Background: an optimization exercise with open tools, aiming at small area, a short achievable clock period and few clock cycles. Do not read the settings as production practice.
RTL that was checked went through simulation tests only; none was proved equivalent to the original.
Power and IR drop assume default switching activity.

Setup of run 2:
// mips
module mips(
	input clk, arst_n,
	input [31:0] instr, mem_read_data,
	output [31:0] current_inst, alu_out, mem_write_data,
	output mem_write
);
==> flow/config.mk <==
export PLATFORM = sky130hd
export DESIGN_NAME = mips
export DESIGN_NICKNAME = mips
export VERILOG_FILES = /design/flow/design.v
export SDC_FILE = /design/flow/constraint.sdc
export NUM_CORES = 8
export LEC_CHECK = 0
export CAP_MARGIN = 20
export CORE_MARGIN = 2
export CORE_UTILIZATION = 55
export SLEW_MARGIN = 20
export SYNTH_HIERARCHICAL = 1
==> flow/constraint.sdc <==
create_clock -name core_clock -period 22.0 [get_ports {clk}]
set_input_delay 4.4000 -clock core_clock [delete_from_list [all_inputs] [get_ports {clk}]]
set_output_delay 4.4000 -clock core_clock [all_outputs]
set_load 0.01 [all_outputs]
standard.sh (not shown) runs the stock make flow with config.mk's settings and CLKGATE_MAP_FILE= SYNTH_SCRIPT=/design/flow/synth_recipe.tcl, a recipe that flattens the netlist after the stock synthesis.
==> flow/flow/run.sh <==
#!/bin/bash
# The standard ORFS flow (the standard.sh) with these changes to how the
# layout is made:
#  - timing repair is asked to leave a setup margin, so that the tools keep
#    improving paths that already meet the design's period;
#  - the port buffers are plain buffers;
#  - clock tree synthesis uses larger sink clusters and no dummy loads.
# Each step's output goes to a log of its own.
set -euo pipefail
MARGIN=${MARGIN:-16.4}
CTS="-sink_clustering_enable -repair_clock_nets -sink_clustering_size 28 -sink_clustering_max_diameter 75 -dont_use_dummy_load"
bash standard.sh synth > log_synth.txt 2>&1
for t in floorplan place cts route finish; do
  bash standard.sh SETUP_SLACK_MARGIN=$MARGIN "BUFFER_PORTS_ARGS=-buffer_cell sky130_fd_sc_hd__buf_2" "CTS_ARGS=$CTS" $t > log_$t.txt 2>&1
done
Run 2 finished every stage and its layout cleared the timing, design-rule and antenna checks.
What run 4 does differently from run 2 at the input level:
--- a/flow/design.v
+++ b/flow/design.v
@@ -1562,15 +1562,15 @@
 	add32 alu_add(.a(res_m), .b(sd_m), .cin(sub_m), .s(msum), .co(mcout));
 	assign dres = slt_m ? {31'd0, ~mcout} : msum;
 	wire [31:0] wb_alu = mul_m ? mprod : dres;
 	assign wb = ld_m ? mem_read_data : wb_alu;
 	wire d_sub = d_r & (f_sub | f_slt);
 	wire [31:0] sd_next = mul_busy ? mprod : d_addi ? imm : (ld_b ? mem_read_data : b) ^ {32{d_sub}};
 	wire [31:0] res_next = (d_lw | d_sw) ? agu : ld_a ? mem_read_data : a;
-	oreg #(32) ao_r(.clk(clk), .d(res_next), .q(alu_out));
+	assign alu_out = res_m;
 	oreg #(32) sd_r(.clk(clk), .d(sd_next), .q(mem_write_data));
 	assign pc_o = pc_f;
 	assign mem_write = st_m;
 	always @(posedge clk or negedge arst_n) begin
 		if (!arst_n) begin
 			pc_f <= 30'd0;
 			v_d <= 1'b0;
@@ -1579,23 +1579,25 @@
 			st_m <= 1'b0;
 			mul_m <= 1'b0;
 			mstep <= 2'd0;
 		end else begin
 			pc_f <= pc_next;
 			if (!stall)
 				v_d <= ~redirect;
-			ld_m <= d_lw & ~stall;
-			st_m <= d_sw & ~stall;
 			if (mul_busy) begin
 				mstep <= mstep + 2'd1;
 			end else if (stall) begin
 				we_m <= 1'b0;
+				ld_m <= 1'b0;
+				st_m <= 1'b0;
 				mul_m <= 1'b0;
 			end else begin
 				we_m <= d_wr;
+				ld_m <= d_lw;
+				st_m <= d_sw;
 				mul_m <= d_mul & (dst != 5'd0);
 				mstep <= 2'd0;
 			end
 		end
 	end
 	always @(posedge clk or negedge arst_n) begin
 		if (!arst_n)
Results
Going from run 2 to run 4, die height -0.69%; final number of hold-violating endpoints ~0 delta; setup slack -0.25 ns; power -about 3%; sequential cell area share -0.58 points.
Relative to run 2, clock period minus final worst setup slack increased by 0.25 ns in run 4.
Relative to run 2, the final critical-path share of the clock period of run 4 is higher by 1.1 points.
Looking at run 2 and run 4, the sequential fraction of design power is a wash.
Changes observed in run 4 relative to run 2: worst-case clock buffer depth barely changed, global routing usage on met3 dropped 2.5 points.
sky130_fd_sc_hd__edfxtp_1 as the slowest stage cell on the critical path was reported by run 4, and sky130_fd_sc_hd__dfrtp_2 by run 2.
No functional check of the RTL was part of any run of this note.

## pine
mips, a different RTL version from the one above (not shown whole).
For scale: roughly 5,100 cells after synthesis, ~160 I/O pins, ~68,000 sq um of cells after synthesis.
## mips
module mips(
	input clk, arst_n,
	input [31:0] instr, mem_read_data,
	output [31:0] current_inst, alu_out, mem_write_data,
	output mem_write
);
	reg  [31:2] pc_f;
	wire [31:2] pc_f4 = pc_f + 30'd1;
	wire f_j = (instr[31:26] == 6'b000010);
	wire [31:2] pc_o;
	assign current_inst = {pc_o, 2'b00};
	reg        v_d;
	reg [31:0] ir;
	reg [3:0]  rs_hi, rt_hi;
	reg [7:0]  rs_lo, rt_lo;
	wire [5:0] op = ir[31:26];
	wire [4:0] rs = ir[25:21], rt = ir[20:16], rd = ir[15:11];
	wire [5:0] fn = ir[5:0];
	wire d_r    = v_d & (op == 6'h00);
	wire d_addi = v_d & (op == 6'h08);
	wire d_lw   = v_d & (op == 6'h23);
	wire d_sw   = v_d & (op == 6'h2b);
	wire d_beq  = v_d & (op == 6'h04);
	wire f_sub  = (fn == 6'h22);
	wire f_slt  = (fn == 6'h2a);
	wire f_mul  = (fn == 6'h1c);
	wire [4:0] dst = d_r ? rd : rt;
	wire d_wr   = (d_r | d_addi | d_lw) & (dst != 5'd0);
	wire use_rs = d_r | d_addi | d_lw | d_sw | d_beq;
	wire use_rt = d_r | d_sw | d_beq;
	reg        we_m, ld_m, st_m, mul_m;
	reg        sub_m, slt_m;	 
	reg [1:0]  mstep;
	reg [23:0] acc_s, acc_c;
	reg        acc_ci;
  ...
==> flow/config.mk <==
export PLATFORM = sky130hd
export DESIGN_NAME = mips
export DESIGN_NICKNAME = mips
export VERILOG_FILES = /design/flow/design.v
export SDC_FILE = /design/flow/constraint.sdc
export NUM_CORES = 8
export LEC_CHECK = 0
export CAP_MARGIN = 20
export CORE_MARGIN = 2
export CORE_UTILIZATION = 55
export SLEW_MARGIN = 20
export SYNTH_HIERARCHICAL = 1
==> flow/constraint.sdc <==
create_clock -name core_clock -period 22.0 [get_ports {clk}]
set_input_delay 4.4000 -clock core_clock [delete_from_list [all_inputs] [get_ports {clk}]]
set_output_delay 4.4000 -clock core_clock [all_outputs]
set_load 0.01 [all_outputs]
Scripts as last shown in full above: flow/flow/run.sh
[inputs] maple vs pine
diff --git a/flow/design.v b/flow/design.v
--- a/flow/design.v
+++ b/flow/design.v
@@ -607,20 +607,27 @@
 module xor_cell(input a, b, output y);
 	assign y = a ^ b;
 endmodule
 module mux2i_cell(input a, b, s, output y);
 	assign y = ~(s ? b : a);
 endmodule
 module oreg #(parameter W = 32) (input clk, input [W-1:0] d, output reg [W-1:0] q);
 	always @(posedge clk)
 		q <= d;
 endmodule
+module oreg_r #(parameter W = 32) (input clk, arst_n, input [W-1:0] d, output reg [W-1:0] q);
+	always @(posedge clk or negedge arst_n)
+		if (!arst_n)
+			q <= {W{1'b0}};
+		else
+			q <= d;
+endmodule
 module and2_cell(input a, b, output y);
 	assign y = a & b;
 endmodule
 module andn_cell(input a, bn, output y);
 	assign y = a & ~bn;
 endmodule
 module nor3_cell(input a, b, c, output y);
 	assign y = ~(a | b | c);
 endmodule
 module nor3b_cell(input a, b, cn, output y);
@@ -1553,22 +1560,22 @@
 	wire [31:0] msum;
 	wire        mcout;
 	add32 alu_add(.a(res_m), .b(sd_m), .cin(sub_m), .s(msum), .co(mcout));
 	assign dres = slt_m ? {31'd0, ~mcout} : msum;
 	wire [31:0] wb_alu = mul_m ? mprod : dres;
 	assign wb = ld_m ? mem_read_data : wb_alu;
 	wire d_sub = d_r & (f_sub | f_slt);
 	wire [31:0] sd_next = mul_busy ? mprod : d_addi ? imm : (ld_b ? mem_read_data : b) ^ {32{d_sub}};
 	wire [31:0] res_next = (d_lw | d_sw) ? agu : ld_a ? mem_read_data : a;
 	oreg #(32) ao_r(.clk(clk), .d(res_next), .q(alu_out));
-	oreg #(32) sd_r(.clk(clk), .d(sd_next), .q(mem_write_data));
-	oreg #(30) pc_r(.clk(clk), .d(pc_next & {30{arst_n}}), .q(pc_o));
+	assign mem_write_data = sd_m;
+	assign pc_o = pc_f;
 	assign mem_write = st_m;
 	always @(posedge clk or negedge arst_n) begin
 		if (!arst_n) begin
 			pc_f <= 30'd0;
 			v_d <= 1'b0;
 			we_m <= 1'b0;
 			ld_m <= 1'b0;
 			st_m <= 1'b0;
 			mul_m <= 1'b0;
 			mstep <= 2'd0;
- Total number of tap cells went down slightly going from pine to maple.
- Wire length on met2 in maple is 2000 microns higher than in pine
- In the reports for pine and maple, the larger maximum frequency belongs to pine.
- Clock network power share in maple is 1.0 points lower than in pine
- Cmp pine and maple / final design instance area without fill / higher: pine
- Relative to pine, maple degrades setup slack.
- The lower synthesis-to-layout area growth came out of pine.
- Lower total chip power was reported by maple, not pine.
- Compared with pine, maple instantiates a smaller number of cells.
- Final period utilization: maple vs pine up 0.28 points
- Compared with pine, die area in maple decreased by a few percent.
No run of this note included a check of the RTL's function; only the layout flow was run.

mips, a different RTL version from the one above (not shown whole).
Size: about 5000 cells after synthesis, ~160 I/O pins, roughly 68000 sq um of cells after synthesis.
clock: 22.0 ns
lec_check: 0
cap_margin: 20
core_margin: 2
core_utilization: 55
slew_margin: 20
synth_hierarchical: 1
Scripts as last shown in full above: flow/flow/run.sh
The first run completed without violations.
Testbench counts at the start, summed over its fixed seeds: cycles 134,692.
Then changed:
--- a/flow/design.v
+++ b/flow/design.v
@@ -1560,23 +1560,23 @@
 	wire [31:0] msum;
 	wire        mcout;
 	add32 alu_add(.a(res_m), .b(sd_m), .cin(sub_m), .s(msum), .co(mcout));
 	assign dres = slt_m ? {31'd0, ~mcout} : msum;
 	wire [31:0] wb_alu = mul_m ? mprod : dres;
 	assign wb = ld_m ? mem_read_data : wb_alu;
 	wire d_sub = d_r & (f_sub | f_slt);
 	wire [31:0] sd_next = mul_busy ? mprod : d_addi ? imm : (ld_b ? mem_read_data : b) ^ {32{d_sub}};
 	wire [31:0] res_next = (d_lw | d_sw) ? agu : ld_a ? mem_read_data : a;
 	oreg #(32) ao_r(.clk(clk), .d(res_next), .q(alu_out));
 	oreg #(32) sd_r(.clk(clk), .d(sd_next), .q(mem_write_data));
-	oreg_r #(30) pc_r(.clk(clk), .arst_n(arst_n), .d(pc_next), .q(pc_o));
+	assign pc_o = pc_f;
 	assign mem_write = st_m;
 	always @(posedge clk or negedge arst_n) begin
 		if (!arst_n) begin
 			pc_f <= 30'd0;
 			v_d <= 1'b0;
 			we_m <= 1'b0;
 			ld_m <= 1'b0;
 			st_m <= 1'b0;
 			mul_m <= 1'b0;
 			mstep <= 2'd0;
 		end else begin
The new run produced a clean layout; maximum frequency went down by 0.52%; wire length came out higher by 0.48%; via count came out higher by 1.1%; total power fell by 2.8%; design area goes down by 0.67%; global-route usage increases by 0.37 points; clock-buffer cell count drops by 7; synthesized area came out lower by 1.1%; first-iteration DRC count came out higher by 5.7%; utilization is about the same; non-clock buffer count increases by 25; worst hold slack stays flat.
The RTL of the second run of this note was laid out without a check of its function.

==> separate check: timing with driven ports <==
The flow's constraints put no driver on any port. The routed layouts listed below were extracted and timed again, unchanged, in two steps. Step 1: set_driving_cell puts a clkbuf_16 on clk and a buf_2 on each other input, an assumption about the parent block. Step 2 moves the port delays by t, midway between the first and last clock arrival at a register: inputs arrive t later, outputs are due t later. That takes back most of the time a late clock gives input paths. Three values: ideal ports, drivers, drivers and shift; two values: the first two.
run | t (ns) | setup WS [ns] | latest minus earliest clock arrival (ns) | slew at the worst register clock pin (ns)
run 2 | 0.755 | 16.330 / 16.251 / 15.935 | 0.110 / 0.110 | 0.11 / 0.11
run 4 | 0.751 | 16.082 / 16.001 / 15.942 | 0.108 / 0.108 | 0.11 / 0.11
pine | 0.761 | 16.343 / 16.265 / 15.910 | 0.133 / 0.134 | 0.11 / 0.11
maple | 0.743 | 16.283 / 16.201 / 15.970 | 0.124 / 0.123 | 0.11 / 0.11
the first run of note 3 | 0.750 | 16.342 / 16.267 / 15.969 | 0.119 / 0.119 | 0.11 / 0.11
the second run of note 3 | 0.751 | 16.312 / 16.233 / 15.895 | 0.114 / 0.114 | 0.11 / 0.11
After both steps every run listed still meets setup and hold. The setup slack of pine, which loses most, moves by -0.078 ns with the drivers and by -0.433 ns with both steps.
